Context: an optimization exercise on an open-source flow, tuned for small area, a short achievable clock period and few clock cycles per item. The choices shown serve that exercise and are no tape-out recipe.
Function was checked by simulation only, so behaviour that the tests miss may differ from the original.
Power is estimated from default activity; no workload was simulated.

## flow/design.v (module list and top-level ports; edited modules follow where they fit)
// module product_gen: 1967 lines
// module fa: 4 lines
// module ha: 4 lines
module product_gen
#(
parameter WORD_SIZE=29
)
(
  input wire clk,
  output wire[2*WORD_SIZE-1:0] sum1,
  input wire[WORD_SIZE-1:0] min,
  input wire[WORD_SIZE-1:0] q
);
  // ...
==> flow/run.sh <==
#!/bin/bash
# synth_recipe.tcl (not shown) runs the flow's synth.tcl, then flattens the netlist and writes it again
# the make line also repeats each setting of config.mk as NAME=value (left out here)
make -C /OpenROAD-flow-scripts/flow DESIGN_CONFIG=/design/flow/config.mk WORK_HOME=/design/flow/orfs CLKGATE_MAP_FILE= SYNTH_SCRIPT=/design/flow/synth_recipe.tcl finish
==> flow/config.mk <==
export PLATFORM = sky130hd
export DESIGN_NAME = product_gen
export DESIGN_NICKNAME = product_gen
export VERILOG_FILES = /design/flow/design.v
export SDC_FILE = /design/flow/constraint.sdc
export NUM_CORES = 4
export LEC_CHECK = 0
export CAP_MARGIN = 20
export CORE_MARGIN = 2
export CORE_UTILIZATION = 55
export SETUP_SLACK_MARGIN = 1.0
export SLEW_MARGIN = 20
export SYNTH_HIERARCHICAL = 1
export SYNTH_MINIMUM_KEEP_SIZE = 0
==> flow/constraint.sdc <==
create_clock -name core_clock -period 5.0 [get_ports {clk}]
set_input_delay 1.0000 -clock core_clock [delete_from_list [all_inputs] [get_ports {clk}]]
set_output_delay 1.0000 -clock core_clock [all_outputs]
set_load 0.01 [all_outputs]
==> flow_metrics.py, run 1 <==
metrics = {
    "outcome": {
        "outcome": "timing/DRC/antenna clean",
    },
    "power": {
        "maxPowerGroup": "combinational cells",
        "power_frac_clock_pct": 5.2,
        "switching_share_pct": 48.4,
        "powerClk_mw": 1.25,
        "peakVddDrop_mv": 0.895,
        "switchingPower_mw": 11.7,
    },
    "setup_path": {
        "worstSetupEndpointType": "output port",
        "start_kind": "flop",
        "required_ps": 4000,
        "cp_max_fo": 5,
    },
    "final_layout": {
        "sh_seq_area_pct": 7.79,
        "seq_cell_count": 123,
        "multi_input_area_share_pct": 67.5,
    },
    "synthesis": {
        "yosys-mux-area-fraction_pct": 0.0461,
        "yosys-top-cells-count": "432 x xnor2_1, 381 x fa_1, 364 x a22oi_1, 212 x clkbuf_1, 129 x ha_1",
        "yosysTopAreaCellShare_pct": 35.1,
        "yosys.area_share.adder_pct": 42.5,
        "synth_top_family_by_area": "adder cells",
    },
    "worst_hold_path": {
        "hp-class": "input port to flop",
    },
    "cts": {
        "numCtsBuffers": 17,
    },
    "flow_run": {
        "timing.max_cap.violations": 0,
    },
    "sta": {
        "rsz0062_at_grt": "yes",
        "timing.final.ws_setup_ps": 604,
    },
    "place": {
        "dp_cells": 2713,
        "postPlaceCellArea_sq_um": 26000,
    },
    "floorplan": {
        "coreArea_sq_um": 38800,
    },
}
Testbench counts, summed over its fixed seeds: cycles 512, items 512.
==> run 2, diff against run 1 <==
--- a/flow/config.mk
+++ b/flow/config.mk
@@ -7,8 +7,8 @@
 export LEC_CHECK = 0
 export CAP_MARGIN = 20
 export CORE_MARGIN = 2
-export CORE_UTILIZATION = 55
-export SETUP_SLACK_MARGIN = 1.0
+export CORE_UTILIZATION = 60
+export SETUP_SLACK_MARGIN = 0.5
 export SLEW_MARGIN = 20
 export SYNTH_HIERARCHICAL = 1
 export SYNTH_MINIMUM_KEEP_SIZE = 0
==> flow_metrics.py, run 2 <==
metrics = {
    "cts": {
        "hold_buffers": 0,
        "cts_buffer_depth": 2,
        "root_buffer": "clkbuf_16",
        "path_clk_slew_ps": 50,
        "cts.sinks": 123,
        "htreeDepth": 4,
        "cts_tree": "done",
        "numCtsBuffers": 17,
    },
    "sta": {
        "hold_viol_final": 0,
        "min_period_ps": 4470,
        "tns_ps": 0,
        "rsz0062_at_grt": "yes",
        "fmax_mhz": 224,
        "min_period_over_period_pct": 89.4,
        "setup_viol": 0,
        "maxSlewViolCount": 0,
    },
    "floorplan": {
        "rows": 69,
        "start_util_pct": 61.0,
        "die_h_microns": 194,
        "die-area_sq_um": 37800,
        "die_x_microns": 194,
        "coreArea_sq_um": 35700,
        "pin_count": 117,
    },
    "synthesis": {
        "yosys.area_share.simple_pct": 4.47,
        "yosysUniqueCellTypes": 70,
        "yosys.area.top_type": "fa_1",
        "yosys-top-cells-count": "432 x xnor2_1, 381 x fa_1, 364 x a22oi_1, 212 x clkbuf_1, 129 x ha_1",
        "yosys.area_share.adder_pct": 42.5,
        "avgSynthCellArea_sq_um": 10.4,
        "synth_area_leaders": "fa_1 35%, xnor2_1 17%, a22oi_1 13%",
        "synth.most_common_cell": "xnor2_1",
        "synth_edf_count": 0,
        "synth-xor-area-share_pct": 18.4,
        "synth_top_family_by_area": "adder cells",
        "seq_area_frac_synth_pct": 11.3,
        "async_reset_ff_share_pct": 0,
        "synthesis.area_sq_um": 21700,
        "yosys_warnings": 7,
        "ys_ff_latch": 123,
        "yosys-mux-area-fraction_pct": 0.0461,
        "synth_flop_cell": "dfxtp_1",
        "synth_compound_area_share_pct": 18.6,
        "synth_cells": 2095,
        "yosysTopAreaCellShare_pct": 35.1,
    },
    "global_route": {
        "grt_max_degree": 31,
        "grt_pass1_vias": 19300,
        "grt_pass1_wl_microns": 114000,
        "antenna_found_initial": 1,
        "grt_util_all_layers_pct": 40.3,
        "overflow": 0,
    },
    "power": {
        "switchingPower_mw": 9.52,
        "peakVddDrop_mv": 1.08,
        "p_leak_nw": 10.5,
        "p_seq_share_pct": 9.7,
        "switching_share_pct": 47.4,
        "p_total_mw": 20.1,
        "internal_power_mw": 10.6,
        "power_frac_clock_pct": 6.9,
        "combPwrFrac_pct": 83.4,
        "powerDensity_nw_per_um2": 748,
    },
    "route": {
        "via_per_inst": 6.64,
        "drtIter0Drc": 2682,
        "wl_microns": 75400,
        "ant_nets": 0,
        "wire_per_inst_microns": 27.0,
        "drc": 0,
        "first_pass_iters": 24,
        "route.vias.total": 18500,
    },
    "final_layout": {
        "post-route-util_pct": 75.3,
        "layout-drive-gt1-share_pct": 21.9,
        "stdcell_area_sq_um": 26800,
        "layout.nets": 2883,
        "nFillCells": 2513,
        "final_cell_mix": "417 x xnor2_1, 352 x fa_1, 345 x a22oi_1",
        "instances_no_fill": 2789,
        "area_growth_syn_to_layout_pct": 23.5,
        "final_common_cell": "xnor2_1",
    },
    "outcome": {
        "outcome": "timing/DRC/antenna clean",
    },
    "place": {
        "postPlaceCellArea_sq_um": 25100,
        "gp_congestion": 0.974,
        "detailed_place_hpwl_microns": 57100,
        "portBuffers": 116,
        "dp_cells": 2724,
    },
    "setup_path": {
        "start_kind": "input port",
        "startpoint": "min[19]",
        "crit_path_end": "r1375",
        "worstSetupEndpointType": "flop",
        "critPathKind": "input port to flop",
        "cp_max_fo": 25,
        "arrival_ps": 4800,
        "required_ps": 5330,
    },
    "worst_hold_path": {
        "hp-class": "input port to flop",
    },
    "flow_run": {
        "timing.max_cap.violations": 0,
    },
}
run 2: changes by cell type in the layout (fill, tap and decap cells not counted), sizes merged, moves of 2 or more:
| cell | before | now |
|---|---|---|
| bufbuf | 25 | 1 |
| clkbuf | 24 | 35 |
| clkdlybuf4s50 | 15 | 61 |
| clkdlybuf4s15 | 4 | 2 |
| buf | 444 | 295 |
| inv | 41 | 38 |
| dlygate4sd2 | 22 | 19 |
| bufinv | 0 | 4 |
| clkinv | 14 | 12 |
run 2: logic make-up (layout without fill, tap and decap cells):
| kind of cell | Yosys count | in the layout |
|---|---|---|
| adders and majority gates | 510 | 510 |
| xor gates and xnor gates | 456 | 456 |
| AOI/OAI and AO/OA | 548 | 549 |
| muxes | 1 | 1 |
| DFF | 123 | 123 |
| buffers and inverters | 268 | 485 |
| other | 1 | 16 |
| and+or+nand+nor | 188 | 188 |
run 2: through the flow:
step,setup slack [ps],hold slack (ps)
6_report,530,1090
5_1_grt,403,1090
4_1_cts,412,1060
3_5_place_dp,-261,1540
3_3_place_gp,-231,1540
2_1_floorplan,452,1030
run 2: worst max-delay path: stages:
cell	delay (ps)
clkdlybuf4s50_1	780
buf_12	270
a22oi_1	130
xnor2_1	160
fa_1	520
fa_1	480
fa_1	500
fa_1	530
fa_1	400
run 2: repair_timing:
| action | 4_1_cts | 5_1_grt |
|---|---|---|
| gates resized for setup | 150 | 138 |
| setup buffers | 12 | 17 |
| endpoints found under the hold margin | 0 | 0 |
| setup endpoints to repair | 98 | 84 |
| pin swaps | 29 | 42 |
| cloned | 2 | 1 |
run 2: layer usage:
layer,global-route usage [%],wire (microns),vias up
met4,15.1,2750,2
met1,54.5,28900,9279
li1,-,-,7706
met2,60.6,33300,1361
met3,13.0,10300,178
met5,1.02,49,-
run 2: cell type report:
type                    count  area (sq um)  area share [%]
diodes                      1          2.50         0.00932
clock inverters            12           186           0.694
well taps                 461           577            2.15
clock buffers              20           457            1.70
multi-input cells        1719         19200            71.4
inverters                  46           184           0.685
repair buffers            407          3820            14.2
flip-flops and latches    123          2460            9.17
run 2: how the worst min path moves through the flow:
| stage | from | to | slack (ps) | cells after the start |
|---|---|---|---|---|
| after floorplan | q[1] | r1300 | 1030 | 0 |
| final | q[1] | r1300 | 1090 | 2 |
| after detailed placement | q[1] | r1300 | 1540 | 2 |
| after global routing | q[1] | r1300 | 1090 | 2 |
| after global placement | q[1] | r1300 | 1540 | 2 |
| after CTS | q[1] | r1300 | 1060 | 2 |
run 2: power by group through the flow:
| stage | clock, mW | sequential [mW] | combinational [mW] |
|---|---|---|---|
| 2_1_floorplan | 0 | 1.87 | 9.99 |
| 3_3_place_gp | 0 | 1.93 | 15.5 |
| 3_5_place_dp | 0 | 1.94 | 16.1 |
| 4_1_cts | 1.40 | 1.92 | 16.3 |
| 5_1_grt | 1.44 | 1.98 | 18.6 |
| 6_report | 1.38 | 1.94 | 16.7 |
run 2: Yosys stat by module (local to each module, per instance):
module,times used,flops+latches,cells inside
ha,58,0,1
product_gen,1,123,1661
fa,376,0,1
==> run 3, diff against run 2 <==
==> flow/flow/run.sh (new file) <==
#!/bin/bash
set -uo pipefail
export BUFFER_PORTS_ARGS="-buffer_cell sky130_fd_sc_hd__buf_4"
export RECOVER_POWER=100
bash standard.sh > standard.log 2>&1
==> flow/standard.sh (new file) <==
#!/bin/bash
# synth_recipe.tcl (not shown) runs the flow's synth.tcl, then flattens the netlist and writes it again
# the make line also repeats each setting of config.mk as NAME=value (left out here)
make -C /OpenROAD-flow-scripts/flow DESIGN_CONFIG=/design/flow/config.mk WORK_HOME=/design/flow/orfs CLKGATE_MAP_FILE= SYNTH_SCRIPT=/design/flow/synth_recipe.tcl "${@:-finish}"
removed: flow/run.sh
==> flow_metrics.py, run 3 <==
metrics = {
    "outcome": {
        "outcome": "timing/DRC/antenna clean",
    },
    "power": {
        "powerDensity_nw_per_um2": 768,
        "combPwrFrac_pct": 82.4,
        "p_leak_nw": 9.40,
        "switching_share_pct": 49.0,
        "p_total_mw": 18.8,
        "switchingPower_mw": 9.21,
        "internal_power_mw": 9.59,
        "peakVddDrop_mv": 0.779,
        "power_frac_clock_pct": 7.3,
        "p_seq_share_pct": 10.4,
    },
    "sta": {
        "hold_ws_ps": 839,
        "fmax_mhz": 215,
        "tns_ps": 0,
        "max_slew_margin_pct": 40.7,
        "maxSlewViolCount": 0,
        "hold_viol_final": 0,
        "setup_viol": 0,
        "timing.final.ws_setup_ps": 340,
        "worst_slew_pin_slew_ps": 889,
        "min_period_over_period_pct": 93.2,
        "min_period_ps": 4660,
        "rsz0062_at_grt": "yes",
    },
    "route": {
        "route.vias.total": 17900,
        "drtIter0Drc": 2477,
        "top_layer_used": "met4",
        "ant_nets": 0,
        "first_pass_iters": 23,
        "wl_microns": 72800,
        "drt-met1-wl_microns": 28300,
        "met3_length_microns": 9920,
        "drc": 0,
        "via_per_inst": 6.75,
        "wire_per_inst_microns": 27.5,
        "wl_met2_microns": 31500,
    },
    "cts": {
        "cts.sinks": 123,
        "path_clk_slew_ps": 60,
        "htreeDepth": 4,
        "cts_buffer_depth": 2,
        "cts_tree": "done",
        "numCtsBuffers": 17,
        "root_buffer": "clkbuf_16",
        "hold_buffers": 0,
    },
    "global_route": {
        "grt_pass1_vias": 18400,
        "overflow": 0,
        "antenna_found_initial": 1,
        "grt_util_all_layers_pct": 39.5,
        "grt_max_degree": 31,
        "grt_pass1_wl_microns": 111000,
    },
    "synthesis": {
        "yosys_warnings": 7,
        "synth.most_common_cell": "xnor2_1",
        "async_reset_ff_share_pct": 0,
        "synth_edf_count": 0,
        "yosys.area.top_type": "fa_1",
        "ys_ff_latch": 123,
        "synth_area_leaders": "fa_1 35%, xnor2_1 17%, a22oi_1 13%",
        "synth_flop_cell": "dfxtp_1",
        "synth_cells": 2095,
        "yosysUniqueCellTypes": 70,
        "avgSynthCellArea_sq_um": 10.4,
        "seq_area_frac_synth_pct": 11.3,
        "yosys-top-cells-count": "432 x xnor2_1, 381 x fa_1, 364 x a22oi_1, 212 x clkbuf_1, 129 x ha_1",
        "synthesis.area_sq_um": 21700,
        "yosysTopAreaCellShare_pct": 35.1,
    },
    "worst_hold_path": {
        "hp-class": "input port to flop",
    },
    "floorplan": {
        "coreArea_sq_um": 35700,
        "start_util_pct": 61.0,
        "die_x_microns": 194,
        "die_h_microns": 194,
        "rows": 69,
        "die-area_sq_um": 37800,
        "pin_count": 117,
    },
    "place": {
        "gp_congestion": 0.939,
        "portBuffers": 116,
        "detailed_place_hpwl_microns": 53500,
        "place_ws_ps": -228,
    },
    "final_layout": {
        "layout-drive-gt1-share_pct": 15.0,
        "antenna_cells": 0,
        "nFillCells": 2851,
        "final_common_cell": "xnor2_1",
        "area_growth_syn_to_layout_pct": 12.6,
        "layout.nets": 2741,
        "final_cell_mix": "428 x xnor2_1, 378 x fa_1, 360 x a22oi_1",
    },
    "setup_path": {
        "critPathKind": "input port to flop",
        "start_kind": "input port",
        "cp_max_fo": 12,
        "worstSetupEndpointType": "flop",
        "required_ps": 5330,
        "arrival_ps": 4990,
    },
    "flow_run": {
        "timing.max_cap.violations": 0,
    },
}
==> run 3: worst max-delay path: stages <==
cell        delay, ps
buf_4             170
ha_1              150
nand2b_1          180
clkinvlp_2        400
buf_4             370
xnor2_1           240
fa_1              520
fa_1              460
fa_1              530
fa_1              540
fa_1              410
==> run 3: final timing paths <==
path	startpoint	cells after the start	end	slack, ps
worst max-delay path	q[11]	11	r1365	340
worst min-delay path	q[0]	3	r1301	840
==> run 3: per-layer routing <==
layer,track usage (%),vias to the layer above
li1,-,7409
met1,53.6,8919
met2,58.1,1300
met3,13.5,230
met4,16.2,0
met5,0,-
==> run 3: through the flow <==
stage	std cells	utilization, %	area, sq um
2_1_floorplan	2109	-	21900
3_3_place_gp	2598	66.2	23600
3_5_place_dp	2598	66.2	23600
4_1_cts	2636	68.4	24400
5_1_grt	2646	68.7	24500
6_report	2646	68.7	24500
==> run 3: cells by family after synthesis <==
kind of cell / after synthesis / synth area share (%)
flops: 123 / 11.3
other cells: 1 / 0.0173
fa+ha+maj: 510 / 42.5
buf+inv: 268 / 4.65
mux: 1 / 0.0461
simple gates: 188 / 4.47
xor+xnor: 456 / 18.4
compound gates: 548 / 18.6
==> run 3: cell type report <==
class                      instances  area [sq um]  share of cell area [%]
sequential                       123          2460                    10.1
tap                              461           577                    2.36
clock buffer                      18           439                    1.79
timing repair buffer             266          2030                    8.31
inverter                          46           186                   0.762
clock inverter                    14           195                   0.797
multi-input combinational       1718         18600                    75.9
==> run 3: modules after synthesis (local to each module, per instance) <==
module	times used	cells	cell area [sq um]
ha	58	1	12.5
product_gen	1	1661	13500
fa	376	1	20.0
==> run 3: what timing repair did <==
item                                    in CTS  in global routing
gates cloned                                 0                  0
buffers inserted                             6                 10
pin swaps                                    3                  7
endpoints found under the setup margin      33                 33
hold endpoints to repair                     0                  0
resized for setup                           12                 40
==> run 3: power by group through the flow <==
stage	Clock [mW]	Combinational (mW)	Sequential, mW
CTS	1.39	15.6	1.94
detailed placement	0	15.2	1.96
finish	1.37	15.5	1.95
global route	1.44	17.4	1.99
floorplan	0	9.99	1.87
global placement	0	14.7	1.95
==> run 4, diff against run 3 <==
==> flow/flow/run.sh (replaced) <==
#!/bin/bash
set -uo pipefail
export BUFFER_PORTS_ARGS="-buffer_cell sky130_fd_sc_hd__buf_4"
bash standard.sh > standard.log 2>&1
==> flow_metrics.py, run 4 <==
metrics = {
    "setup_path": {
        "worstSetupEndpointType": "flop",
        "arrival_ps": 4820,
        "slowest_stage": "fa_1",
        "cp_max_fo": 12,
        "critPathKind": "input port to flop",
        "start_kind": "input port",
        "critPathMaxStageDelay_ps": 540,
        "required_ps": 5330,
        "cp_cell_sequence": "buf_4, ha_1, nand2b_1, clkinvlp_4, buf_4, xnor2_1, fa_1, fa_1, fa_1, fa_1, fa_1",
        "cpMostUsedCell": "fa_1",
    },
    "power": {
        "p_leak_nw": 9.55,
        "power_frac_clock_pct": 7.1,
        "combPwrFrac_pct": 82.8,
        "p_total_mw": 19.3,
        "internal_power_mw": 10.1,
        "p_seq_share_pct": 10.1,
        "switching_share_pct": 47.9,
        "powerDensity_nw_per_um2": 783,
        "peakVddDrop_mv": 1.00,
        "switchingPower_mw": 9.25,
    },
    "sta": {
        "setup_viol": 0,
        "min_period_ps": 4490,
        "tns_ps": 0,
        "worst_slew_pin_slew_ps": 598,
        "min_period_over_period_pct": 89.8,
        "max_slew_margin_pct": 60.1,
        "rsz0062_at_grt": "yes",
        "fmax_mhz": 223,
        "hold_viol_final": 0,
        "maxSlewViolCount": 0,
    },
    "route": {
        "ant_nets": 0,
        "route.vias.total": 17900,
        "drc": 0,
        "via_per_inst": 6.75,
        "wire_per_inst_microns": 27.5,
        "drtIter0Drc": 2453,
        "first_pass_iters": 23,
        "wl_microns": 72800,
    },
    "synthesis": {
        "yosysUniqueCellTypes": 70,
        "yosysTopAreaCellShare_pct": 35.1,
        "avgSynthCellArea_sq_um": 10.4,
        "yosys.area.top_type": "fa_1",
        "ys_ff_latch": 123,
        "synth_area_leaders": "fa_1 35%, xnor2_1 17%, a22oi_1 13%",
        "seq_area_frac_synth_pct": 11.3,
        "yosys_warnings": 7,
        "synth_cells": 2095,
        "synth_edf_count": 0,
        "synthesis.area_sq_um": 21700,
        "synth_flop_cell": "dfxtp_1",
        "async_reset_ff_share_pct": 0,
        "synth.most_common_cell": "xnor2_1",
        "yosys-top-cells-count": "432 x xnor2_1, 381 x fa_1, 364 x a22oi_1, 212 x clkbuf_1, 129 x ha_1",
    },
    "global_route": {
        "gr-usage-met1_pct": 53.6,
        "use_met2_pct": 58.1,
        "grt_pass1_vias": 18400,
        "overflow": 0,
        "grt_max_degree": 31,
        "grt_pass1_wl_microns": 111000,
        "grt_util_all_layers_pct": 39.5,
        "gr-usage-met3_pct": 13.5,
        "busiest_layer": "met2",
        "antenna_found_initial": 1,
    },
    "final_layout": {
        "final_cell_mix": "428 x xnor2_1, 377 x fa_1, 360 x a22oi_1",
        "layout-drive-gt1-share_pct": 17.3,
        "nFillCells": 2804,
        "layout.nets": 2741,
        "stdcell_area_sq_um": 24700,
        "final_common_cell": "xnor2_1",
        "antenna_cells": 0,
        "area_growth_syn_to_layout_pct": 13.5,
    },
    "place": {
        "postPlaceCellArea_sq_um": 23600,
        "detailed_place_hpwl_microns": 53500,
        "portBuffers": 116,
        "gp_congestion": 0.939,
    },
    "cts": {
        "cts_tree": "done",
        "root_buffer": "clkbuf_16",
        "path_clk_slew_ps": 60,
        "cts_buffer_depth": 2,
        "numCtsBuffers": 17,
        "htreeDepth": 4,
        "cts.sinks": 123,
    },
    "worst_hold_path": {
        "hp-class": "input port to flop",
        "hold_depth": 1,
        "min-delay-start": "q[1]",
        "hold_end": "r1300",
    },
    "floorplan": {
        "coreArea_sq_um": 35700,
        "pin_count": 117,
        "rows": 69,
        "die_x_microns": 194,
        "die_h_microns": 194,
        "die-area_sq_um": 37800,
        "start_util_pct": 61.0,
    },
    "outcome": {
        "outcome": "timing/DRC/antenna clean",
    },
    "flow_run": {
        "timing.max_cap.violations": 0,
    },
}
## run 4: cell counts after synthesis
Identical to the previous run, type by type.
## run 4: how the worst max path moves through the flow
stage / slack (ps) / end / cells past startpoint / start
final: 510 / r1365 / 11 / q[11]
after CTS: 470 / sum1[57] / 12 / r1346
after global routing: 410 / sum1[57] / 13 / r1344
after floorplan: 450 / r1365 / 10 / q[11]
after detailed placement: -230 / r1365 / 11 / q[20]
after global placement: -160 / r1365 / 11 / q[20]
## run 4: layer usage
layer  share of wire [%]  vias to the layer above
li1                    -                     7410
met1                  39                     8912
met2                  43                     1311
met3                  14                      230
met4                 4.2                        0
met5                   0                        -
## run 4: final cells by class
cell class	count	area, sq um	area share (%)
well taps	461	577	2.34
inverters	46	189	0.766
repair buffers	266	2190	8.87
clock buffers	18	439	1.78
clock inverters	14	195	0.791
flip-flops and latches	123	2460	9.98
multi-input cells	1718	18600	75.5
## run 4: critical path: cells and delay by family
| kind | cells | cell delay, ps |
|---|---|---|
| and+or+nand+nor | 1 | 210 |
| adders and majority gates | 6 | 2620 |
| xor gates and xnor gates | 1 | 240 |
| buffers and inverters | 3 | 730 |
## run 4: logic make-up after synthesis
logic type	count (synthesis)	synth area share [%]
XOR/XNOR	456	18.4
adder cells (fa/ha/maj)	510	42.5
other	1	0.0173
AO/OA/AOI/OAI	548	18.6
multiplexers	1	0.0461
AND/OR/NAND/NOR	188	4.47
flip-flops	123	11.3
buffers and inverters	268	4.65
## run 4: modules after synthesis, one instance, submodules excluded
module	flops+latches	copies in the design	cells
product_gen	123	1	1661
fa	0	376	1
ha	0	58	1
## run 4: per-stage QoR
step           std cells  hold WS, ps  setup slack, ps  utilization (%)
2_1_floorplan       2109         1030              452                -
3_3_place_gp        2598         1190             -157             66.2
3_5_place_dp        2598         1190             -228             66.2
4_1_cts             2636          711              469             68.4
5_1_grt             2646          729              411             69.2
6_report            2646          733              510             69.2
## run 4: what timing repair did
item | in CTS | in global routing
resized for setup | 12 | 40
pin swaps | 3 | 7
cloned | 0 | 0
hold buffers | 0 | 0
setup buffers | 6 | 10
setup endpoints to repair | 33 | 33
hold endpoints to repair | 0 | 0
## run 4: power groups by stage
stage | clock network (mW) | registers [mW] | logic [mW]
after floorplan | 0 | 1.87 | 9.99
after global placement | 0 | 1.95 | 14.7
after detailed placement | 0 | 1.96 | 15.2
after CTS | 1.39 | 1.94 | 15.6
after global routing | 1.44 | 1.99 | 17.9
final | 1.37 | 1.95 | 16.0
==> run 5, diff against run 4 <==
--- a/flow/config.mk
+++ b/flow/config.mk
@@ -8,7 +8,6 @@
 export CAP_MARGIN = 20
 export CORE_MARGIN = 2
 export CORE_UTILIZATION = 60
-export SETUP_SLACK_MARGIN = 0.5
 export SLEW_MARGIN = 20
 export SYNTH_HIERARCHICAL = 1
 export SYNTH_MINIMUM_KEEP_SIZE = 0
==> flow_metrics.py, run 5 <==
metrics = {
    "global_route": {
        "grt_max_degree": 31,
        "grt_pass1_vias": 18000,
        "overflow": 0,
        "grt_pass1_wl_microns": 110000,
        "antenna_found_initial": 1,
        "grt_util_all_layers_pct": 38.9,
    },
    "cts": {
        "cts_tree": "done",
        "cts_resized": 0,
        "cts.sinks": 123,
        "cts_setup_buffers": 0,
        "root_buffer": "clkbuf_16",
        "path_clk_slew_ps": 60,
        "numCtsBuffers": 17,
        "htreeDepth": 4,
        "hold_buffers": 0,
        "cts_buffer_depth": 2,
    },
    "final_layout": {
        "antenna_cells": 0,
        "instances_no_fill": 2626,
        "layout.nets": 2721,
        "area_growth_syn_to_layout_pct": 10.9,
        "final_common_cell": "xnor2_1",
        "nFillCells": 2873,
        "final_cell_mix": "432 x xnor2_1, 381 x fa_1, 364 x a22oi_1",
        "layout-drive-gt1-share_pct": 14.6,
    },
    "synthesis": {
        "synth_cells": 2095,
        "yosys_warnings": 7,
        "synth_flop_cell": "dfxtp_1",
        "yosys-top-cells-count": "432 x xnor2_1, 381 x fa_1, 364 x a22oi_1, 212 x clkbuf_1, 129 x ha_1",
        "synth.most_common_cell": "xnor2_1",
        "avgSynthCellArea_sq_um": 10.4,
        "yosys.area.top_type": "fa_1",
        "ys_ff_latch": 123,
        "synthesis.area_sq_um": 21700,
        "yosysTopAreaCellShare_pct": 35.1,
        "synth_edf_count": 0,
        "synth_area_leaders": "fa_1 35%, xnor2_1 17%, a22oi_1 13%",
        "seq_area_frac_synth_pct": 11.3,
        "yosysUniqueCellTypes": 70,
        "async_reset_ff_share_pct": 0,
    },
    "route": {
        "drtIter0Drc": 2396,
        "ant_nets": 0,
        "wl_microns": 71900,
        "first_pass_iters": 25,
        "route.vias.total": 17900,
        "wire_per_inst_microns": 27.4,
        "via_per_inst": 6.82,
        "drc": 0,
    },
    "sta": {
        "hold_viol_final": 0,
        "tns_ps": 0,
        "min_period_over_period_pct": 91.8,
        "fmax_mhz": 218,
        "min_period_ps": 4590,
        "setup_viol": 0,
        "rsz0062_at_grt": "no",
        "worst_slew_pin_slew_ps": 672,
        "max_slew_margin_pct": 54.7,
        "maxSlewViolCount": 0,
    },
    "floorplan": {
        "rows": 69,
        "coreArea_sq_um": 35700,
        "pin_count": 117,
        "die_x_microns": 194,
        "start_util_pct": 61.0,
        "die_h_microns": 194,
        "die-area_sq_um": 37800,
    },
    "setup_path": {
        "required_ps": 4000,
        "worstSetupEndpointType": "output port",
        "critPathKind": "flop to output port",
        "start_kind": "flop",
        "cp_max_fo": 5,
        "arrival_ps": 3590,
    },
    "outcome": {
        "outcome": "timing/DRC/antenna clean",
    },
    "worst_hold_path": {
        "hold_end": "r1300",
        "hp-class": "input port to flop",
        "min-delay-start": "q[1]",
        "hold_depth": 1,
    },
    "power": {
        "powerDensity_nw_per_um2": 795,
        "p_leak_nw": 9.36,
        "peakVddDrop_mv": 0.891,
    },
    "place": {
        "dp_cells": 2594,
        "gp_congestion": 0.995,
        "portBuffers": 116,
        "detailed_place_hpwl_microns": 54600,
    },
    "flow_run": {
        "timing.max_cap.violations": 0,
    },
}
==> run 5: cell counts after synthesis <==
No cell type changed its count.
==> run 5: power by group <==
part	internal, mW	leakage, nW	switching (mW)
Combinational	7.30	8.06	8.72
Clock	0.664	0.269	0.559
Sequential	1.73	1.04	0.188
==> run 5: worst max-delay path by stage <==
stage / slack (ps) / end / startpoint / cells after the start
after floorplan: 190 / r1365 / q[5] / 11
after global placement: 240 / r1367 / q[9] / 11
after detailed placement: 150 / r1367 / q[9] / 11
after CTS: 390 / sum1[41] / r1337 / 13
after global routing: 190 / sum1[57] / r1381 / 11
final: 410 / sum1[41] / r1346 / 12
==> run 5: area by class of cell <==
type                            count  area (sq um)  area share (%)
Multi-Input combinational cell   1718         18400            76.2
Clock buffer                       18           439            1.82
Clock inverter                     14           124           0.514
Tap cell                          461           577            2.39
Inverter                           46           173           0.717
Sequential cell                   123          2460            10.2
Timing Repair Buffer              246          1960            8.13
==> run 5: stage by stage <==
step                worst slack (ps)  hold WS, ps  power (mW)  utilization, %  area, sq um
CTS                              386          763        19.1            67.6        24100
global route                     191          776        21.1            67.6        24100
floorplan                        194         1030        11.8               -        21800
global placement                 244         1240        17.2            66.0        23500
finish                           412          787        19.2            67.6        24100
detailed placement               153         1240        17.7            66.0        23500
==> run 5: per-layer routing <==
| layer | part of all wire (%) | global-route usage [%] | vias up |
|---|---|---|---|
| met5 | 0.019 | 0 | - |
| met4 | 3.3 | 13.1 | 2 |
| met3 | 14 | 12.4 | 193 |
| met2 | 42 | 55.6 | 1296 |
| met1 | 41 | 55.9 | 9028 |
| li1 | - | - | 7384 |
==> run 5: modules after synthesis, one instance, submodules excluded <==
module | copies in the design | cells | flops+latches
product_gen | 1 | 1661 | 123
ha | 58 | 1 | 0
fa | 376 | 1 | 0
==> run 5: critical path, stage by stage, from the launching register on <==
cell	delay (ps)
dfxtp_1	300
ha_1	350
ha_1	360
and4_1	260
a221oi_2	240
buf_4	210
nand2_1	70
buf_4	170
o21ai_2	220
a21oi_2	120
or4_2	540
o311ai_1	120
buf_4	180
==> run 5: cells by family after synthesis <==
kind of cell	after synthesis	share of synthesized area (%)
muxes	1	0.0461
adders and majority gates	510	42.5
AOI/OAI and AO/OA	548	18.6
DFF	123	11.3
and+or+nand+nor	188	4.47
buffers and inverters	268	4.65
xor gates and xnor gates	456	18.4
other	1	0.0173
==> run 6, diff against run 5 <==
--- a/flow/config.mk
+++ b/flow/config.mk
@@ -8,6 +8,7 @@
 export CAP_MARGIN = 20
 export CORE_MARGIN = 2
 export CORE_UTILIZATION = 60
+export SETUP_SLACK_MARGIN = 0.7
 export SLEW_MARGIN = 20
 export SYNTH_HIERARCHICAL = 1
 export SYNTH_MINIMUM_KEEP_SIZE = 0
==> flow_metrics.py, run 6 <==
metrics = {
    "sta": {
        "worst_slew_pin_slew_ps": 639,
        "tns_ps": 0,
        "hold_viol_final": 0,
        "setup_viol": 0,
        "fmax_mhz": 230,
        "rsz0062_at_grt": "yes",
        "min_period_ps": 4360,
        "hold_ws_ps": 710,
        "maxSlewViolCount": 0,
        "max_slew_margin_pct": 57.4,
        "min_period_over_period_pct": 87.1,
    },
    "synthesis": {
        "yosysTopAreaCellShare_pct": 35.1,
        "avgSynthCellArea_sq_um": 10.4,
        "synth_edf_count": 0,
        "yosys.area.top_type": "fa_1",
        "synthesis.area_sq_um": 21700,
        "yosys-top-cells-count": "432 x xnor2_1, 381 x fa_1, 364 x a22oi_1, 212 x clkbuf_1, 129 x ha_1",
        "synth_area_leaders": "fa_1 35%, xnor2_1 17%, a22oi_1 13%",
        "ys_ff_latch": 123,
        "synth_flop_cell": "dfxtp_1",
        "async_reset_ff_share_pct": 0,
        "yosysUniqueCellTypes": 70,
        "synth_cells": 2095,
        "synth.most_common_cell": "xnor2_1",
        "seq_area_frac_synth_pct": 11.3,
        "yosys_warnings": 7,
    },
    "place": {
        "postPlaceCellArea_sq_um": 23800,
        "portBuffers": 116,
        "gp_congestion": 0.973,
        "detailed_place_hpwl_microns": 51200,
    },
    "floorplan": {
        "die_x_microns": 194,
        "die-area_sq_um": 37800,
        "coreArea_sq_um": 35700,
        "start_util_pct": 61.0,
        "rows": 69,
        "die_h_microns": 194,
        "pin_count": 117,
    },
    "route": {
        "ant_nets": 0,
        "first_pass_iters": 26,
        "wire_per_inst_microns": 27.8,
        "route.vias.total": 18000,
        "drtIter0Drc": 2246,
        "drc": 0,
        "wl_microns": 74200,
        "via_per_inst": 6.77,
    },
    "worst_hold_path": {
        "min-delay-start": "q[1]",
        "hold_depth": 1,
        "hp-class": "input port to flop",
    },
    "final_layout": {
        "final_cell_mix": "422 x xnor2_1, 350 x fa_1, 346 x a22oi_1",
        "antenna_cells": 0,
        "area_growth_syn_to_layout_pct": 19.2,
        "stdcell_area_sq_um": 25900,
        "nFillCells": 2653,
        "layout-drive-gt1-share_pct": 23.1,
        "post-route-util_pct": 72.7,
        "final_common_cell": "xnor2_1",
        "layout.nets": 2762,
    },
    "cts": {
        "numCtsBuffers": 17,
        "path_clk_slew_ps": 60,
        "cts_buffer_depth": 2,
        "hold_buffers": 0,
        "cts.sinks": 123,
        "root_buffer": "clkbuf_16",
        "cts_tree": "done",
        "htreeDepth": 4,
    },
    "global_route": {
        "use_met2_pct": 59.9,
        "grt_max_degree": 31,
        "overflow": 0,
        "antenna_found_initial": 0,
        "gr-usage-met3_pct": 9.37,
        "grt_pass1_wl_microns": 111000,
        "busiest_layer": "met2",
        "grt_util_all_layers_pct": 39.3,
        "gr-usage-met1_pct": 54.4,
        "grt_pass1_vias": 18500,
    },
    "power": {
        "combPwrFrac_pct": 83.4,
        "p_total_mw": 20.3,
        "switching_share_pct": 47.5,
        "peakVddDrop_mv": 0.901,
        "power_frac_clock_pct": 6.8,
        "powerDensity_nw_per_um2": 784,
        "p_seq_share_pct": 9.8,
        "switchingPower_mw": 9.65,
        "p_leak_nw": 9.86,
        "internal_power_mw": 10.7,
    },
    "flow_run": {
        "timing.max_cap.violations": 0,
    },
    "setup_path": {
        "critPathKind": "flop to output port",
        "cp_max_fo": 3,
        "required_ps": 4000,
        "startpoint": "r1368",
        "arrival_ps": 3360,
        "start_kind": "flop",
        "worstSetupEndpointType": "output port",
    },
    "outcome": {
        "outcome": "timing/DRC/antenna clean",
    },
}
-- run 6: through the flow --
stage | setup slack (ps) | instances
finish | 643 | 2667
global route | 563 | 2667
CTS | 617 | 2631
detailed placement | -149 | 2576
global placement | -94.4 | 2576
floorplan | 616 | 2109
-- run 6: final cells by class --
class	count	area, sq um	share of cell area [%]
inverters	46	188	0.724
clock buffers	17	425	1.64
flip-flops and latches	123	2470	9.53
clock inverters	15	214	0.826
multi-input cells	1719	19300	74.5
repair buffers	286	2740	10.6
well taps	461	577	2.23
-- run 6: modules after synthesis, one instance, submodules excluded --
module       area, sq um  flip-flops and latches
fa                  20.0                       0
ha                  12.5                       0
product_gen        13500                     123
-- run 6: power by group through the flow --
| stage | registers [mW] | clock network, mW | logic (mW) |
|---|---|---|---|
| floorplan | 1.87 | 0 | 10.1 |
| global placement | 1.95 | 0 | 14.9 |
| detailed placement | 1.96 | 0 | 15.3 |
| CTS | 1.97 | 1.40 | 16.2 |
| global route | 2.03 | 1.44 | 18.7 |
| finish | 2.00 | 1.39 | 16.9 |
-- run 6: logic make-up (layout without fill, tap and decap cells) --
logic type      after synthesis  count (layout)  synth area share [%]
xor+xnor                    456             456                  18.4
other cells                   1              15                0.0173
buf+inv                     268             364                  4.65
mux                           1               1                0.0461
flops                       123             123                  11.3
compound gates              548             549                  18.6
simple gates                188             188                  4.47
fa+ha+maj                   510             510                  42.5
-- run 6: worst paths after layout --
path | end | slack (ps)
worst max-delay path | sum1[50] | 640
worst min-delay path | r1300 | 710
-- run 6: critical path: stages, from the launching register on --
cell and delay (ps):
dfxtp_1 320, fa_1 530, ha_1 320, nand4_1 200
nor3_2 270, buf_4 190, and3_4 190, o2111ai_2 140
nand3b_1 230, a21oi_2 110, xnor2_2 220, buf_4 170
-- run 6: layer usage --
layer  vias to the layer above  part of all wire, %
li1                       7460                    -
met1                      9029                   39
met2                      1335                   45
met3                       219                   12
met4                         0                  3.9
met5                         -                    0
-- run 6: repair_timing --
item,CTS,global route
pin swaps,26,51
buffers inserted,19,31
gates resized for setup,59,108
gates cloned,4,5
setup endpoints to repair,97,52
==> run 7, diff against run 6 <==
--- a/flow/config.mk
+++ b/flow/config.mk
@@ -8,7 +8,7 @@
 export CAP_MARGIN = 20
 export CORE_MARGIN = 2
 export CORE_UTILIZATION = 60
-export SETUP_SLACK_MARGIN = 0.7
+export SETUP_SLACK_MARGIN = 0.3
 export SLEW_MARGIN = 20
 export SYNTH_HIERARCHICAL = 1
 export SYNTH_MINIMUM_KEEP_SIZE = 0
==> flow_metrics.py, run 7 <==
metrics = {
    "cts": {
        "path_clk_slew_ps": 70,
        "hold_buffers": 0,
        "cts_buffer_depth": 2,
        "root_buffer": "clkbuf_16",
        "htreeDepth": 4,
        "cts.sinks": 123,
        "numCtsBuffers": 17,
        "cts_tree": "done",
    },
    "synthesis": {
        "async_reset_ff_share_pct": 0,
        "synthesis.area_sq_um": 21700,
        "synth_flop_cell": "dfxtp_1",
        "yosys.area_share.simple_pct": 4.47,
        "synth_cells": 2095,
        "avgSynthCellArea_sq_um": 10.4,
        "synth_edf_count": 0,
        "synth_area_leaders": "fa_1 35%, xnor2_1 17%, a22oi_1 13%",
        "synth.most_common_cell": "xnor2_1",
        "seq_area_frac_synth_pct": 11.3,
        "synth_top_family_by_area": "adder cells",
        "yosys.area_share.adder_pct": 42.5,
        "yosys-mux-area-fraction_pct": 0.0461,
        "yosysUniqueCellTypes": 70,
        "yosys-top-cells-count": "432 x xnor2_1, 381 x fa_1, 364 x a22oi_1, 212 x clkbuf_1, 129 x ha_1",
        "synth_compound_area_share_pct": 18.6,
        "synth-xor-area-share_pct": 18.4,
        "yosys_warnings": 7,
        "ys_ff_latch": 123,
        "yosys.area.top_type": "fa_1",
        "yosysTopAreaCellShare_pct": 35.1,
    },
    "global_route": {
        "antenna_found_initial": 0,
        "grt_pass1_vias": 18200,
        "grt_pass1_wl_microns": 112000,
        "grt_max_degree": 31,
        "grt_util_all_layers_pct": 39.6,
        "overflow": 0,
    },
    "outcome": {
        "outcome": "timing/DRC/antenna clean",
    },
    "sta": {
        "worst_slew_pin_slew_ps": 799,
        "tns_ps": 0,
        "maxSlewViolCount": 0,
        "min_period_ps": 4540,
        "fmax_mhz": 220,
        "setup_viol": 0,
        "rsz0062_at_grt": "yes",
        "min_period_over_period_pct": 90.8,
        "max_slew_margin_pct": 46.3,
        "hold_viol_final": 0,
    },
    "floorplan": {
        "pin_count": 117,
        "die_h_microns": 194,
        "coreArea_sq_um": 35700,
        "rows": 69,
        "die_x_microns": 194,
        "start_util_pct": 61.0,
        "die-area_sq_um": 37800,
    },
    "setup_path": {
        "critPathKind": "flop to output port",
        "worstSetupEndpointType": "output port",
        "arrival_ps": 3540,
        "cp_num_buf_inv": 3,
        "slowest_stage": "or4_2",
        "critPathMaxStageDelay_ps": 530,
        "startpoint": "r1346",
        "critical_path.top_delay_family": "simple AND/OR/NAND/NOR gates",
        "required_ps": 4000,
        "start_kind": "flop",
        "cpMostUsedCell": "buf_4",
        "cp_cell_sequence": "ha_1, ha_1, and4_1, a221oi_2, buf_4, nand2_1, buf_4, o21ai_4, a21oi_2, or4_2, o311ai_1, buf_4",
        "cp_max_fo": 5,
    },
    "place": {
        "detailed_place_hpwl_microns": 54900,
        "portBuffers": 116,
        "gp_congestion": 0.977,
    },
    "worst_hold_path": {
        "hp-class": "input port to flop",
        "min-delay-start": "q[1]",
        "hold_end": "r1300",
        "hold_depth": 1,
    },
    "final_layout": {
        "layout-drive-gt1-share_pct": 15.5,
        "post-route-util_pct": 67.9,
        "area_growth_syn_to_layout_pct": 11.5,
        "final_common_cell": "xnor2_1",
        "nFillCells": 2874,
        "antenna_cells": 0,
        "final_cell_mix": "432 x xnor2_1, 381 x fa_1, 364 x a22oi_1",
        "layout.nets": 2738,
    },
    "route": {
        "first_pass_iters": 25,
        "via_per_inst": 6.68,
        "drc": 0,
        "drtIter0Drc": 2327,
        "route.vias.total": 17700,
        "ant_nets": 0,
        "wl_microns": 72800,
        "wire_per_inst_microns": 27.5,
    },
    "power": {
        "p_leak_nw": 9.43,
        "powerDensity_nw_per_um2": 777,
        "peakVddDrop_mv": 0.945,
    },
    "flow_run": {
        "timing.max_cap.violations": 0,
    },
}
-- run 7: cell counts after synthesis --
No cell type changed its count.
-- run 7: worst max path at each step --
| stage | end | slack [ps] | cells after the start |
|---|---|---|---|
| 6_report | sum1[41] | 460 | 12 |
| 2_1_floorplan | r1370 | 300 | 12 |
| 3_3_place_gp | r1367 | -40 | 11 |
| 5_1_grt | sum1[46] | 290 | 13 |
| 3_5_place_dp | r1380 | -80 | 11 |
| 4_1_cts | sum1[41] | 390 | 12 |
-- run 7: Yosys stat by module, one instance, submodules excluded --
module | flip-flops and latches | copies in the design | cells
fa | 0 | 376 | 1
product_gen | 123 | 1 | 1661
ha | 0 | 58 | 1
-- run 7: layout make-up --
type | count | area, sq um | area share, %
Inverter | 46 | 176 | 0.728
Clock buffer | 17 | 425 | 1.76
Multi-Input combinational cell | 1718 | 18400 | 75.9
Timing Repair Buffer | 263 | 2040 | 8.41
Clock inverter | 15 | 164 | 0.677
Sequential cell | 123 | 2460 | 10.2
Tap cell | 461 | 577 | 2.38
-- run 7: kinds of logic (layout without fill, tap and decap cells) --
family | Yosys count | in the layout
AND/OR/NAND/NOR | 188 | 188
AO/OA/AOI/OAI | 548 | 548
buffers and inverters | 268 | 341
other | 1 | 15
flip-flops | 123 | 123
adder cells (fa/ha/maj) | 510 | 510
multiplexers | 1 | 1
XOR/XNOR | 456 | 456
-- run 7: per-layer routing --
layer  track usage, %  wire [microns]
met5                0               0
met4             13.8            2360
met3             12.7            9820
met2             57.5           31300
met1             55.9           29300
-- run 7: metrics by stage --
step           worst slack [ps]  hold slack [ps]  area, sq um  cells  power [mW]
4_1_cts                     391              721        24200   2639        18.8
3_3_place_gp              -35.1             1200        23600   2606        16.9
2_1_floorplan               302             1030        21800   2109        11.9
3_5_place_dp              -77.7             1200        23600   2606        17.4
5_1_grt                     285              734        24200   2643        20.8
6_report                    459              744        24200   2643        18.8
-- run 7: where the power goes --
group	switching [mW]	internal, mW	leakage, nW	total [mW]
clock	0.552	0.741	0.279	1.29
sequential	0.214	1.73	1.04	1.94
combinational	8.38	7.22	8.12	15.6
total	9.14	9.69	9.43	18.8
-- run 7: what timing repair did --
action | in CTS | in global routing
setup endpoints to repair | 2 | 7
gates cloned | 0 | 0
resized for setup | 1 | 6
buffers inserted | 1 | 4
pin swaps | 1 | 2
==> run 8, diff against run 7 <==
--- a/flow/config.mk
+++ b/flow/config.mk
@@ -7,7 +7,7 @@
 export LEC_CHECK = 0
 export CAP_MARGIN = 20
 export CORE_MARGIN = 2
-export CORE_UTILIZATION = 60
+export CORE_UTILIZATION = 50
 export SETUP_SLACK_MARGIN = 0.3
 export SLEW_MARGIN = 20
 export SYNTH_HIERARCHICAL = 1
==> flow_metrics.py, run 8 <==
metrics = {
    "outcome": {
        "outcome": "timing/DRC/antenna clean",
    },
    "place": {
        "portBuffers": 116,
        "detailed_place_hpwl_microns": 56400,
        "gp_congestion": 0.977,
        "place_ws_ps": 148,
    },
    "synthesis": {
        "yosysTopAreaCellShare_pct": 35.1,
        "yosys.area.top_type": "fa_1",
        "seq_area_frac_synth_pct": 11.3,
        "synth-xor-area-share_pct": 18.4,
        "synth.most_common_cell": "xnor2_1",
        "synth_compound_area_share_pct": 18.6,
        "async_reset_ff_share_pct": 0,
        "yosys_warnings": 7,
        "avgSynthCellArea_sq_um": 10.4,
        "ys_ff_latch": 123,
        "synth_edf_count": 0,
        "yosys.area_share.adder_pct": 42.5,
        "yosys-top-cells-count": "432 x xnor2_1, 381 x fa_1, 364 x a22oi_1, 212 x clkbuf_1, 129 x ha_1",
        "synth_area_leaders": "fa_1 35%, xnor2_1 17%, a22oi_1 13%",
        "synth_flop_cell": "dfxtp_1",
        "yosys.area_share.simple_pct": 4.47,
        "synthesis.area_sq_um": 21700,
        "synth_cells": 2095,
        "yosys-mux-area-fraction_pct": 0.0461,
        "yosysUniqueCellTypes": 70,
        "synth_top_family_by_area": "adder cells",
    },
    "sta": {
        "timing.final.ws_setup_ps": 465,
        "hold_ws_ps": 712,
        "min_period_over_period_pct": 90.7,
        "rsz0062_at_grt": "no",
        "fmax_mhz": 220,
        "hold_viol_final": 0,
        "setup_viol": 0,
        "tns_ps": 0,
        "max_slew_margin_pct": 54.9,
        "maxSlewViolCount": 0,
        "min_period_ps": 4540,
        "worst_slew_pin_slew_ps": 676,
    },
    "setup_path": {
        "required_ps": 4000,
        "cp_max_fo": 6,
        "critPathKind": "flop to output port",
        "start_kind": "flop",
        "arrival_ps": 3540,
        "worstSetupEndpointType": "output port",
    },
    "global_route": {
        "grt_max_degree": 31,
        "overflow": 0,
        "grt_pass1_wl_microns": 111000,
        "grt_pass1_vias": 17800,
        "grt_util_all_layers_pct": 33.5,
        "antenna_found_initial": 0,
    },
    "flow_run": {
        "timing.max_cap.violations": 0,
    },
    "cts": {
        "htreeDepth": 4,
        "root_buffer": "clkbuf_16",
        "path_clk_slew_ps": 70,
        "cts.sinks": 123,
        "numCtsBuffers": 17,
        "cts_tree": "done",
        "cts_buffer_depth": 2,
    },
    "final_layout": {
        "final_cell_mix": "432 x xnor2_1, 381 x fa_1, 364 x a22oi_1",
        "nFillCells": 3757,
        "antenna_cells": 0,
        "area_growth_syn_to_layout_pct": 13.5,
        "final_common_cell": "xnor2_1",
        "layout-drive-gt1-share_pct": 16.3,
        "post-route-util_pct": 57.4,
        "final-seq-area_sq_um": 2460,
        "layout.nets": 2762,
        "multi_input_area_sq_um": 18400,
    },
    "floorplan": {
        "rows": 76,
        "coreArea_sq_um": 43000,
        "start_util_pct": 50.6,
        "pin_count": 117,
        "die_x_microns": 213,
        "die-area_sq_um": 45200,
        "die_h_microns": 213,
    },
    "route": {
        "ant_nets": 0,
        "drtIter0Drc": 1888,
        "wl_microns": 72800,
        "via_per_inst": 6.25,
        "drc": 0,
        "first_pass_iters": 6,
        "wire_per_inst_microns": 26.1,
        "route.vias.total": 17400,
    },
    "worst_hold_path": {
        "hp-class": "input port to flop",
    },
    "power": {
        "powerDensity_nw_per_um2": 770,
        "p_leak_nw": 9.59,
        "peakVddDrop_mv": 0.746,
    },
}
==> run 8: cell types whose count changed in the layout (fill, tap and decap cells not counted), sizes merged <==
| cell | previous run | this run |
|---|---|---|
| clkinv | 16 | 18 |
| inv | 38 | 33 |
| bufinv | 2 | 3 |
| clkinvlp | 5 | 0 |
| clkbuf | 17 | 20 |
| buf | 263 | 287 |
==> run 8: logic make-up (layout without fill, tap and decap cells) <==
logic type,Yosys count,in the layout
other cells,1,15
flops,123,123
xor+xnor,456,456
compound gates,548,548
mux,1,1
buf+inv,268,361
fa+ha+maj,510,510
simple gates,188,188
==> run 8: modules after synthesis (local to each module, per instance) <==
| module | cells | flops+latches |
|---|---|---|
| fa | 1 | 0 |
| product_gen | 1661 | 123 |
| ha | 1 | 0 |
==> run 8: power breakdown <==
group / switching, mW / total [mW] / internal [mW]
registers: 0.204 / 1.93 / 1.73
logic: 8.46 / 15.8 / 7.33
clock network: 0.493 / 1.27 / 0.780
total: 9.16 / 19.0 / 9.84
==> run 8: critical path, stage by stage (launching register included) <==
cell      delay (ps)
dfxtp_1          310
ha_1             290
ha_1             360
nand3_1          120
nand3b_1          90
a221oi_2         280
buf_4            220
nand2_1           70
buf_4            190
o21ai_4          190
a21oi_2          100
or4_2            540
o311ai_1         110
buf_4            170
==> run 8: cell type report <==
| type | count | share of cell area (%) |
|---|---|---|
| Multi-Input combinational cell | 1718 | 74.6 |
| Tap cell | 585 | 2.97 |
| Clock inverter | 8 | 0.497 |
| Sequential cell | 123 | 9.98 |
| Clock buffer | 20 | 1.81 |
| Inverter | 46 | 0.700 |
| Timing Repair Buffer | 287 | 9.44 |
==> run 8: metrics by stage <==
stage / cell area, sq um / power [mW] / std cells
global route: 24700 / 21.1 / 2787
detailed placement: 24000 / 17.5 / 2752
CTS: 24600 / 18.9 / 2783
global placement: 24000 / 17.2 / 2752
floorplan: 21800 / 11.9 / 2109
finish: 24700 / 19.0 / 2787
==> run 8: worst paths after layout <==
path,startpoint,endpoint,slack [ps],depth (start not counted)
max,r1342,sum1[41],460,13
min,q[1],r1300,710,1
==> run 8: what timing repair did <==
| action | CTS | global route |
|---|---|---|
| gates resized for setup | 1 | 10 |
| setup buffers | 3 | 4 |
| pin swaps | 2 | 3 |
| setup endpoints to repair | 3 | 5 |
| endpoints found under the hold margin | 0 | 0 |
| hold buffers | 0 | 0 |
==> run 8: routing by layer <==
| layer | wire length [microns] | share of wire, % | track usage [%] | vias to the layer above |
|---|---|---|---|---|
| li1 | - | - | - | 7451 |
| met1 | 31800 | 44 | 49.4 | 8808 |
| met2 | 31100 | 43 | 48.1 | 1066 |
| met3 | 8320 | 11 | 9.38 | 87 |
| met4 | 1570 | 2.2 | 9.28 | 0 |
| met5 | 0 | 0 | 0 | - |
==> run 9, diff against run 8 <==
--- a/flow/config.mk
+++ b/flow/config.mk
@@ -7,7 +7,9 @@
 export LEC_CHECK = 0
 export CAP_MARGIN = 20
 export CORE_MARGIN = 2
-export CORE_UTILIZATION = 50
+export CORE_UTILIZATION = 60
+export CTS_BUF_LIST = sky130_fd_sc_hd__clkbuf_8
+export CTS_CLUSTER_SIZE = 30
 export SETUP_SLACK_MARGIN = 0.3
 export SLEW_MARGIN = 20
 export SYNTH_HIERARCHICAL = 1
==> flow_metrics.py, run 9 <==
metrics = {
    "place": {
        "place_ws_ps": -77.7,
        "portBuffers": 116,
        "gp_congestion": 0.977,
        "postPlaceCellArea_sq_um": 23600,
        "dp_cells": 2606,
        "detailed_place_hpwl_microns": 54900,
    },
    "final_layout": {
        "layout.nets": 2739,
        "post-route-util_pct": 67.6,
        "final_cell_mix": "432 x xnor2_1, 381 x fa_1, 364 x a22oi_1",
        "area_growth_syn_to_layout_pct": 10.9,
        "instances_no_fill": 2644,
        "final_common_cell": "xnor2_1",
        "layout-drive-gt1-share_pct": 15.9,
        "antenna_cells": 0,
        "stdcell_area_sq_um": 24100,
    },
    "global_route": {
        "antenna_found_initial": 0,
        "grt_pass1_vias": 18200,
        "grt_pass1_wl_microns": 112000,
        "grt_max_degree": 31,
        "overflow": 0,
        "grt_util_all_layers_pct": 39.5,
    },
    "cts": {
        "numCtsBuffers": 17,
        "path_clk_slew_ps": 80,
        "hold_buffers": 0,
        "root_buffer": "clkbuf_8",
        "cts.sinks": 123,
        "cts_buffer_depth": 2,
        "htreeDepth": 4,
        "cts_tree": "done",
    },
    "setup_path": {
        "required_ps": 5370,
        "critPathMaxStageDelay_ps": 560,
        "critPathKind": "input port to flop",
        "worstSetupEndpointType": "flop",
        "cpMostUsedCell": "fa_1",
        "arrival_ps": 4980,
        "slowest_stage": "clkinv_1",
        "cp_max_fo": 12,
        "cp_cell_sequence": "buf_4, ha_1, nand2b_1, clkinv_1, buf_4, xnor2_1, fa_1, fa_1, fa_1, fa_1, fa_1",
        "critical_path.top_delay_family": "adder cells",
        "start_kind": "input port",
        "cp_num_buf_inv": 3,
    },
    "synthesis": {
        "yosysTopAreaCellShare_pct": 35.1,
        "synth_area_leaders": "fa_1 35%, xnor2_1 17%, a22oi_1 13%",
        "synth_flop_cell": "dfxtp_1",
        "ys_ff_latch": 123,
        "seq_area_frac_synth_pct": 11.3,
        "synth_cells": 2095,
        "async_reset_ff_share_pct": 0,
        "synth_edf_count": 0,
        "yosys.area.top_type": "fa_1",
        "yosysUniqueCellTypes": 70,
        "avgSynthCellArea_sq_um": 10.4,
        "synth.most_common_cell": "xnor2_1",
        "synthesis.area_sq_um": 21700,
        "yosys_warnings": 7,
        "yosys-top-cells-count": "432 x xnor2_1, 381 x fa_1, 364 x a22oi_1, 212 x clkbuf_1, 129 x ha_1",
    },
    "power": {
        "p_seq_share_pct": 10.5,
        "switchingPower_mw": 9.12,
        "power_frac_clock_pct": 5.1,
        "switching_share_pct": 49.1,
        "p_total_mw": 18.6,
        "peakVddDrop_mv": 0.954,
        "p_leak_nw": 9.35,
        "internal_power_mw": 9.46,
        "combPwrFrac_pct": 84.4,
        "powerDensity_nw_per_um2": 771,
    },
    "floorplan": {
        "coreArea_sq_um": 35700,
        "pin_count": 117,
        "start_util_pct": 61.0,
        "rows": 69,
        "die_h_microns": 194,
        "die-area_sq_um": 37800,
        "die_x_microns": 194,
    },
    "route": {
        "first_pass_iters": 25,
        "wl_microns": 72800,
        "drc": 0,
        "ant_nets": 0,
        "drtIter0Drc": 2345,
        "via_per_inst": 6.74,
        "route.vias.total": 17800,
        "wire_per_inst_microns": 27.5,
    },
    "sta": {
        "max_slew_margin_pct": 47.1,
        "fmax_mhz": 217,
        "setup_viol": 0,
        "rsz0062_at_grt": "no",
        "min_period_ps": 4620,
        "timing.final.ws_setup_ps": 384,
        "maxSlewViolCount": 0,
        "min_period_over_period_pct": 92.3,
        "worst_slew_pin_slew_ps": 788,
        "hold_viol_final": 0,
    },
    "worst_hold_path": {
        "hp-class": "input port to flop",
    },
    "flow_run": {
        "timing.max_cap.violations": 0,
    },
    "outcome": {
        "outcome": "timing/DRC/antenna clean",
    },
}
==> run 9: cell counts after synthesis <==
No cell type changed its count.
==> run 9: metrics by stage <==
step	TNS [ps]	hold WS [ps]
floorplan	0	1030
global placement	-49.3	1200
detailed placement	-260	1200
CTS	0	662
global route	0	675
finish	0	702
==> run 9: cell families (layout without fill, tap and decap cells) <==
| group | Yosys count | in the layout | synth area share (%) |
|---|---|---|---|
| compound gates | 548 | 548 | 18.6 |
| flops | 123 | 123 | 11.3 |
| mux | 1 | 1 | 0.0461 |
| simple gates | 188 | 188 | 4.47 |
| xor+xnor | 456 | 456 | 18.4 |
| buf+inv | 268 | 342 | 4.65 |
| other cells | 1 | 15 | 0.0173 |
| fa+ha+maj | 510 | 510 | 42.5 |
==> run 9: per-module statistics from Yosys, one instance, submodules excluded <==
module,times used,area [sq um],flip-flops and latches
ha,58,12.5,0
fa,376,20.0,0
product_gen,1,13500,123
==> run 9: final timing paths <==
path / from / end / slack (ps) / depth (start not counted)
setup / recovery: q[19] / r1380 / 380 / 11
hold / removal: q[1] / r1300 / 700 / 1
==> run 9: routing by layer <==
metal / vias up / wire, microns / track usage (%)
met3: 195 / 9620 / 12.2
met4: 0 / 2570 / 13.2
met1: 8910 / 29400 / 56.3
li1: 7408 / - / -
met5: - / 0 / 0
met2: 1299 / 31200 / 57.5
==> run 9: power by group through the flow <==
stage                     Clock [mW]  Combinational (mW)  Sequential, mW
after floorplan                    0                9.98            1.87
after global placement             0                14.9            1.95
after detailed placement           0                15.4            1.96
after CTS                      0.971                15.6            1.94
after global routing            1.02                17.5            1.98
final                          0.956                15.7            1.94
==> run 9: final cells by class <==
type	instances	area [sq um]
clock buffer	17	234
clock inverter	15	164
fill	2898	11600
inverter	46	173
multi-input combinational	1718	18400
sequential	123	2460
tap	461	577
timing repair buffer	264	2060
==> run 9: timing repair <==
| action | CTS | global route |
|---|---|---|
| buffers inserted | 1 | 5 |
| setup endpoints to repair | 6 | 10 |
| pin swaps | 1 | 5 |
| gates resized for setup | 1 | 14 |
| cloned | 0 | 0 |
| endpoints found under the hold margin | 0 | 0 |
==> run 10, diff against run 9 <==
==> flow/flow/run.sh (replaced) <==
#!/bin/bash
set -uo pipefail
export BUFFER_PORTS_ARGS="-buffer_cell sky130_fd_sc_hd__buf_2"
bash standard.sh > standard.log 2>&1
--- a/flow/config.mk
+++ b/flow/config.mk
@@ -8,8 +8,6 @@
 export CAP_MARGIN = 20
 export CORE_MARGIN = 2
 export CORE_UTILIZATION = 60
-export CTS_BUF_LIST = sky130_fd_sc_hd__clkbuf_8
-export CTS_CLUSTER_SIZE = 30
 export SETUP_SLACK_MARGIN = 0.3
 export SLEW_MARGIN = 20
 export SYNTH_HIERARCHICAL = 1
==> flow_metrics.py, run 10 <==
metrics = {
    "outcome": {
        "outcome": "timing/DRC/antenna clean",
    },
    "setup_path": {
        "worstSetupEndpointType": "output port",
        "critPathKind": "flop to output port",
        "start_kind": "flop",
        "arrival_ps": 3560,
        "cp_max_fo": 7,
        "required_ps": 4000,
    },
    "power": {
        "peakVddDrop_mv": 0.784,
        "p_leak_nw": 9.46,
        "internal_power_mw": 9.23,
        "powerDensity_nw_per_um2": 761,
        "switchingPower_mw": 9.18,
        "p_seq_share_pct": 10.5,
        "power_frac_clock_pct": 7.3,
        "combPwrFrac_pct": 82.2,
        "switching_share_pct": 49.9,
    },
    "route": {
        "first_pass_iters": 23,
        "drtIter0Drc": 2088,
        "drc": 0,
        "wl_microns": 72500,
        "route.vias.total": 17800,
        "wire_per_inst_microns": 27.2,
        "ant_nets": 0,
        "via_per_inst": 6.66,
    },
    "sta": {
        "worst_slew_pin_slew_ps": 845,
        "max_slew_margin_pct": 43.3,
        "tns_ps": 0,
        "min_period_ps": 4560,
        "min_period_over_period_pct": 91.1,
        "hold_viol_final": 0,
        "fmax_mhz": 220,
        "setup_viol": 0,
        "rsz0062_at_grt": "yes",
        "maxSlewViolCount": 0,
    },
    "synthesis": {
        "synth_area_leaders": "fa_1 35%, xnor2_1 17%, a22oi_1 13%",
        "ys_ff_latch": 123,
        "synth_edf_count": 0,
        "synth_cells": 2095,
        "async_reset_ff_share_pct": 0,
        "yosysUniqueCellTypes": 70,
        "yosys-top-cells-count": "432 x xnor2_1, 381 x fa_1, 364 x a22oi_1, 212 x clkbuf_1, 129 x ha_1",
        "seq_area_frac_synth_pct": 11.3,
        "synth.most_common_cell": "xnor2_1",
        "avgSynthCellArea_sq_um": 10.4,
        "yosysTopAreaCellShare_pct": 35.1,
        "synthesis.area_sq_um": 21700,
        "synth_flop_cell": "dfxtp_1",
        "yosys_warnings": 7,
        "yosys.area.top_type": "fa_1",
    },
    "cts": {
        "cts.sinks": 123,
        "cts_tree": "done",
        "htreeDepth": 4,
        "numCtsBuffers": 17,
        "cts_buffer_depth": 2,
        "root_buffer": "clkbuf_16",
        "hold_buffers": 0,
        "path_clk_slew_ps": 60,
    },
    "flow_run": {
        "timing.max_cap.violations": 0,
    },
    "worst_hold_path": {
        "min-delay-start": "q[0]",
        "hold_depth": 3,
        "hp-class": "input port to flop",
        "hold_end": "r1301",
    },
    "global_route": {
        "grt_pass1_wl_microns": 111000,
        "antenna_found_initial": 1,
        "grt_pass1_vias": 17900,
        "overflow": 0,
        "grt_util_all_layers_pct": 39.4,
        "grt_max_degree": 30,
    },
    "floorplan": {
        "rows": 69,
        "die_x_microns": 194,
        "die_h_microns": 194,
        "die-area_sq_um": 37800,
        "pin_count": 117,
        "start_util_pct": 61.0,
        "coreArea_sq_um": 35700,
    },
    "final_layout": {
        "final_common_cell": "xnor2_1",
        "final_cell_mix": "432 x xnor2_1, 381 x fa_1, 364 x a22oi_1",
        "instances_no_fill": 2666,
        "layout-drive-gt1-share_pct": 16.3,
        "stdcell_area_sq_um": 24200,
        "area_growth_syn_to_layout_pct": 11.2,
        "layout.nets": 2760,
        "post-route-util_pct": 67.8,
    },
    "place": {
        "detailed_place_hpwl_microns": 56300,
        "dp_cells": 2629,
        "postPlaceCellArea_sq_um": 23500,
        "gp_congestion": 1.00,
        "portBuffers": 116,
    },
}
## run 10: power groups by stage
stage / Clock (mW) / Combinational [mW] / Sequential, mW
floorplan: 0 / 9.98 / 1.87
global placement: 0 / 14.4 / 1.94
detailed placement: 0 / 14.9 / 1.95
CTS: 1.36 / 15.0 / 1.93
global route: 1.39 / 16.9 / 1.97
finish: 1.34 / 15.1 / 1.93
## run 10: cell families (layout without fill, tap and decap cells)
| family | Yosys count | count (layout) | share of synthesized area (%) |
|---|---|---|---|
| and+or+nand+nor | 188 | 188 | 4.47 |
| other | 1 | 16 | 0.0173 |
| buffers and inverters | 268 | 363 | 4.65 |
| AOI/OAI and AO/OA | 548 | 548 | 18.6 |
| DFF | 123 | 123 | 11.3 |
| xor gates and xnor gates | 456 | 456 | 18.4 |
| muxes | 1 | 1 | 0.0461 |
| adders and majority gates | 510 | 510 | 42.5 |
## run 10: per-layer routing
metal  track usage (%)  up-vias  routed length [microns]
met3              12.8      176                     9600
met4              13.0        2                     2400
met5                 0        -                       18
li1                  -     7463                        -
met1              56.4     8839                    29600
met2              56.8     1277                    30900
## run 10: worst max-delay path, stage by stage, from the launching register on
cell      delay (ps)
dfxtp_1          330
fa_1             620
ha_2             350
and3_1           190
and2_1           190
a221oi_4         290
buf_4            200
a21oi_2           80
nand2_2          120
a21oi_2           90
or2_1            270
a311oi_2         220
buf_2            160
## run 10: repair_timing
item / in CTS / in global routing
setup endpoints to repair: 2 / 9
cloned: 0 / 0
gates resized for setup: 2 / 7
pin swaps: 0 / 4
setup buffers: 0 / 4
## run 10: final cells by class
class	count	area (sq um)
multi-input combinational	1718	18400
fill	2820	11500
sequential	123	2460
timing repair buffer	285	1950
tap	461	577
clock buffer	17	425
clock inverter	15	190
inverter	46	173
antenna	1	2.50
## run 10: Yosys stat by module, one instance, submodules excluded
module	cells inside	cell area, sq um	times used
ha	1	12.5	58
product_gen	1661	13500	1
fa	1	20.0	376
## run 10: worst max path at each step
| stage | depth (start not counted) | end | start |
|---|---|---|---|
| final | 12 | sum1[57] | r1386 |
| after global routing | 12 | sum1[57] | r1381 |
| after CTS | 11 | sum1[57] | r1386 |
| after detailed placement | 11 | r1370 | q[19] |
| after global placement | 11 | r1375 | q[19] |
| after floorplan | 12 | r1370 | q[22] |
## run 10: metrics by stage
step	hold WS, ps	total power, mW	worst slack (ps)
after floorplan	1030	11.9	302
after global placement	1290	16.3	58.0
after detailed placement	1300	16.8	20.0
after CTS	817	18.3	326
after global routing	831	20.3	277
final	840	18.4	444

-- static timing again, ports no longer ideal --
No port has a modelled driver above. Below, the same layouts with a new extraction and two added sets of constraints.
Step 1 (the two cells are an assumption about what drives the block):
set clk [get_ports {clk}]
set_driving_cell -lib_cell sky130_fd_sc_hd__clkbuf_16 $clk
set_driving_cell -lib_cell sky130_fd_sc_hd__buf_2 [delete_from_list [all_inputs] $clk]
Step 2 adds t to the input delays and takes it off the output delays; t is the mean of the earliest and latest rising clock arrival at the registers after step 1. Input paths then give back, and output paths get back, about the clock's delay inside the block.
Three values: ideal ports, drivers, drivers and shift; two values: the first two.
run	shift t [ns]	slack for setup (ns)	latest minus earliest clock arrival (ns)
run 1	0.530	0.604 / 0.542 / 0.238	0.025 / 0.025
run 2	0.510	0.530 / 0.499 / 0.056	0.015 / 0.014
run 3	0.514	0.340 / 0.345 / -0.139	0.017 / 0.017
run 4	0.514	0.510 / 0.491 / 0.033	0.018 / 0.019
run 5	0.504	0.412 / 0.355 / 0.087	0.013 / 0.013
run 6	0.514	0.643 / 0.586 / 0.239	0.009 / 0.009
run 7	0.507	0.459 / 0.404 / 0.000	0.015 / 0.016
run 8	0.544	0.465 / 0.405 / 0.065	0.023 / 0.023
run 9	0.545	0.384 / 0.411 / -0.134	0.026 / 0.026
run 10	0.512	0.444 / 0.387 / -0.026	0.021 / 0.021
With both steps, setup timing fails in run 3, run 9 and run 10, where it was met with ideal ports. The setup slack of run 9, which loses most, moves by +0.027 ns with the drivers and by -0.518 ns with both steps.
